Background: an optimization exercise with open tools, aiming at small area and a short achievable clock period. Do not read the settings as production practice.
In this exercise RTL edits were held to simulation tests only and were not proved equivalent to the original.
The flow treats the clock pin as an ideal source. Dropping or thinning the clock tree relies on that and would not hold on a real chip.
Power and IR drop assume default switching activity.

==> flow/design.v <==
module hb_task_queue_core #(
    parameter DEPTH = 16,
    parameter WIDTH = 32
)(
    input  logic clk,
    input  logic reset,                  
    input  logic push_req,
    input  logic [WIDTH-1:0] data_in,
    output logic full,
    output logic valid_out,
    output logic [WIDTH-1:0] data_out,
    input  logic pop_req,
    output logic empty                   
);
    localparam RDEPTH = DEPTH - 1;       
    logic [WIDTH-1:0]  head_q;
    logic [WIDTH-1:0]  slot [0:RDEPTH-1];
    logic [DEPTH:0]    occ;              
    logic [RDEPTH-1:0] rsel;             
    logic              valid_q, full_q;  
    logic              le1_q;            
    logic              mid_q;            
    assign data_out  = head_q;
    assign valid_out = valid_q;
    assign full      = full_q;
    assign empty     = occ[0];
    assign occ       = {rsel, valid_q & le1_q, !valid_q};
    wire head_en = occ[0] || pop_req;
    logic [WIDTH-1:0] head_d;
    always_comb begin
        head_d = le1_q ? data_in : '0;
        for (int j = 0; j < RDEPTH; j++)
            head_d = head_d | (rsel[j] ? slot[j] : '0);
    end
    always_ff @(posedge clk) begin
        if (head_en)
            head_q <= head_d;
    end
    wire shift = push_req && mid_q;
    always_ff @(posedge clk) begin
        if (shift) begin
            slot[0] <= data_in;
            for (int j = 1; j < RDEPTH; j++)
                slot[j] <= slot[j-1];
        end
    end
    logic [DEPTH:0] occ_up, occ_dn, occ_both;
    always_comb begin
        occ_up            = {occ[DEPTH-1:0], 1'b0};
        occ_up[DEPTH]     = occ[DEPTH-1] | occ[DEPTH];
        occ_dn            = {1'b0, occ[DEPTH:1]};
        occ_dn[0]         = occ[0] | occ[1];
        occ_both          = occ;
        occ_both[0]       = 1'b0;
        occ_both[1]       = occ[0] | occ[1];
        occ_both[DEPTH-1] = occ[DEPTH-1] | occ[DEPTH];
        occ_both[DEPTH]   = 1'b0;
    end
    logic s_hold, s_push, s_pop, s_both;
    hb_req_decode decode (
        .push_req(push_req),
        .pop_req(pop_req),
        .reset(reset),
        .s_hold(s_hold),
        .s_push(s_push),
        .s_pop(s_pop),
        .s_both(s_both)
    );
    wire [DEPTH:0] occ_n = ({(DEPTH+1){s_hold}} & occ)
                         | ({(DEPTH+1){s_push}} & occ_up)
                         | ({(DEPTH+1){s_pop}}  & occ_dn)
                         | ({(DEPTH+1){s_both}} & occ_both)
                         | {{DEPTH{1'b0}}, reset};
    always_ff @(posedge clk) begin
        rsel    <= occ_n[DEPTH:2];
        valid_q <= !occ_n[0];
        full_q  <= occ_n[DEPTH];
        le1_q   <= occ_n[0] | occ_n[1];
        mid_q   <= !occ_n[0] && !occ_n[DEPTH];
    end
endmodule
module hb_req_decode (
    input  logic push_req,
    input  logic pop_req,
    input  logic reset,
    output logic s_hold,
    output logic s_push,
    output logic s_pop,
    output logic s_both
);
    assign s_hold = !reset && !push_req && !pop_req;
    assign s_push = !reset &&  push_req && !pop_req;
    assign s_pop  = !reset && !push_req &&  pop_req;
    assign s_both = !reset &&  push_req &&  pop_req;
endmodule
module hb_task_distributor (
    input  logic clk,
    input  logic reset,                  
    input  logic in_valid,
    input  logic [31:0] in_data,
    output logic out_valid,
    output logic [31:0] out_data,
    input  logic consumer_ready
);
    logic buffered_valid;                
    logic buffered_empty;                
    logic [31:0] buffered_data;
    assign out_valid = buffered_valid;
    assign out_data  = buffered_data;
    always_ff @(posedge clk) begin
        if (in_valid && buffered_empty)
            buffered_data <= in_data;
        else
            buffered_data <= buffered_data & {32{!buffered_empty}};
    end
    logic valid_n;
    always_comb begin
        if (buffered_empty)
            valid_n = in_valid;
        else
            valid_n = !consumer_ready;
    end
    always_ff @(posedge clk) begin
        if (reset) begin
            buffered_valid <= 1'b0;
            buffered_empty <= 1'b1;
        end else begin
            buffered_valid <= valid_n;
            buffered_empty <= !valid_n;
        end
    end
endmodule
module hb_arbiter_banked (
    input  logic clk,
    input  logic reset,                  
    input  logic in_valid,
    input  logic [31:0] in_data,
    output logic [1:0] grant_out,
    output logic [1:0] served_bank
);
    logic rr;
    logic [1:0] grant;
    assign grant_out   = grant;
    assign served_bank = grant;
    always_ff @(posedge clk) begin
        if (reset) begin
            grant <= 2'b00;
            rr    <= 1'b0;
        end else begin
            grant <= in_valid ? (rr ? 2'b10 : 2'b01) : 2'b00;
            if (in_valid) rr <= ~rr;
        end
    end
endmodule
module hb_task_queue_top (
    input  logic        clk,
    input  logic        reset,             
    input  logic        push_req,
    input  logic [31:0] data_in,
    input  logic        pop_req,
    output logic        full,
    output logic        valid_out,
    output logic [31:0] data_out,
    input  logic        consumer_ready,
    output logic        dist_out_valid,
    output logic [31:0] dist_out_data,
    output logic [1:0]  grant_out,
    output logic [1:0]  served_bank
);
    logic q_empty;
    hb_task_queue_core #(.DEPTH(16), .WIDTH(32)) dut_queue (
        .clk(clk),
        .reset(reset),
        .push_req(push_req),
        .data_in(data_in),
        .full(full),
        .valid_out(valid_out),
        .data_out(data_out),
        .pop_req(pop_req),
        .empty(q_empty)
    );
    hb_task_distributor distributor (
        .clk(clk),
        .reset(reset),
        .in_valid(!q_empty),
        .in_data(data_out),
        .out_valid(dist_out_valid),
        .out_data(dist_out_data),
        .consumer_ready(consumer_ready)
    );
    hb_arbiter_banked arbiter (
        .clk(clk),
        .reset(reset),
        .in_valid(!q_empty),
        .in_data(data_out),
        .grant_out(grant_out),
        .served_bank(served_bank)
    );
endmodule
Settings: LEC_CHECK=0, CAP_MARGIN=5, CORE_MARGIN=2, CORE_UTILIZATION=60, PLACE_DENSITY=0.72, SETUP_SLACK_MARGIN=1.9, SLEW_MARGIN=5, SYNTH_HIERARCHICAL=1, SYNTH_MINIMUM_KEEP_SIZE=0; clock period 3.6 ns.
standard.sh (not shown) runs the stock make flow with config.mk's settings and CLKGATE_MAP_FILE= SYNTH_SCRIPT=/design/flow/synth_recipe.tcl, a recipe that flattens the netlist after the stock synthesis.
==> flow/flow/run.sh <==
#!/bin/bash
# Own layout flow: the standard ORFS flow, with two changes:
#  - the clock tree is built by flow/pre_cts.tcl (two inverter levels) in
#    place of TritonCTS;
#  - every port gets a buf_1 as its port buffer.
# Each ORFS step writes its full log under orfs/logs/; make's own output goes
# to flow_make.log in the work folder.
set -euo pipefail
W=$(pwd)
bash standard.sh \
  PRE_CTS_TCL="$W/flow/pre_cts.tcl" \
  BUFFER_PORTS_ARGS="-buffer_cell sky130_fd_sc_hd__buf_1" \
  finish > "$W/flow_make.log" 2>&1
Other scripts of this flow, unchanged in this note and not shown: flow/flow/mtree.tcl, flow/flow/pre_cts.tcl
Then changed:
- CAP_MARGIN: 5 -> 20
- SETUP_SLACK_MARGIN: 1.9 -> 2.0
- SLEW_MARGIN: 5 -> 20
=>
- The new run went through all stages and came out clean
- worst setup slack is worse by 36 ps
- clock skew is about the same
- routed wire length increases by 7.3%
- combinational power rose by 23%
- utilization rises by 2.4 points
- sequential share of layout area is lower by 2.6 points
- via count climbs by 3.2%
- critical path depth went up by 2
Then changed:
- SETUP_SLACK_MARGIN: 2.0 -> 1.95
Wire length drops by 2.9%; total power falls by 0.74%; worst hold slack hardly moves; flip-flop and latch count does not change; synthesized area stays the same; sequential share of layout area went up by 0.81 points; combinational power went down by 7.8%; cell count hardly moves; clock power stays flat.
No run of this note takes its clock network from TritonCTS; it comes from the design's own scripts or RTL.

## separate check: timing with driven ports
The flow's constraints put no driver on any port. The routed layouts listed below were extracted and timed again, unchanged, in two steps. Step 1, drivers: a clkbuf_16 drives clk and a buf_2 each remaining input, both assumed. Step 2 also shifts input and output timing later by t, the mid clock arrival at the registers, as if the neighbouring blocks saw the same clock. Three values: no drivers, after step 1, after step 2; two values: the first two.
| run | t (ns) | setup WS [ns] | hold slack, ns |
|---|---|---|---|
| the first run | 0.380 | 1.921 / 1.740 / 1.678 | 0.444 / 0.444 / 0.444 |
| the second run | 0.376 | 1.885 / 1.837 / 1.669 | 0.443 / 0.444 / 0.444 |
| the third run | 0.384 | 1.783 / 1.820 / 1.539 | 0.444 / 0.445 / 0.445 |
After both steps every run listed still meets setup and hold. For the third run, which loses most, drivers alone change the setup slack by +0.037 ns; drivers and shift together by -0.244 ns.
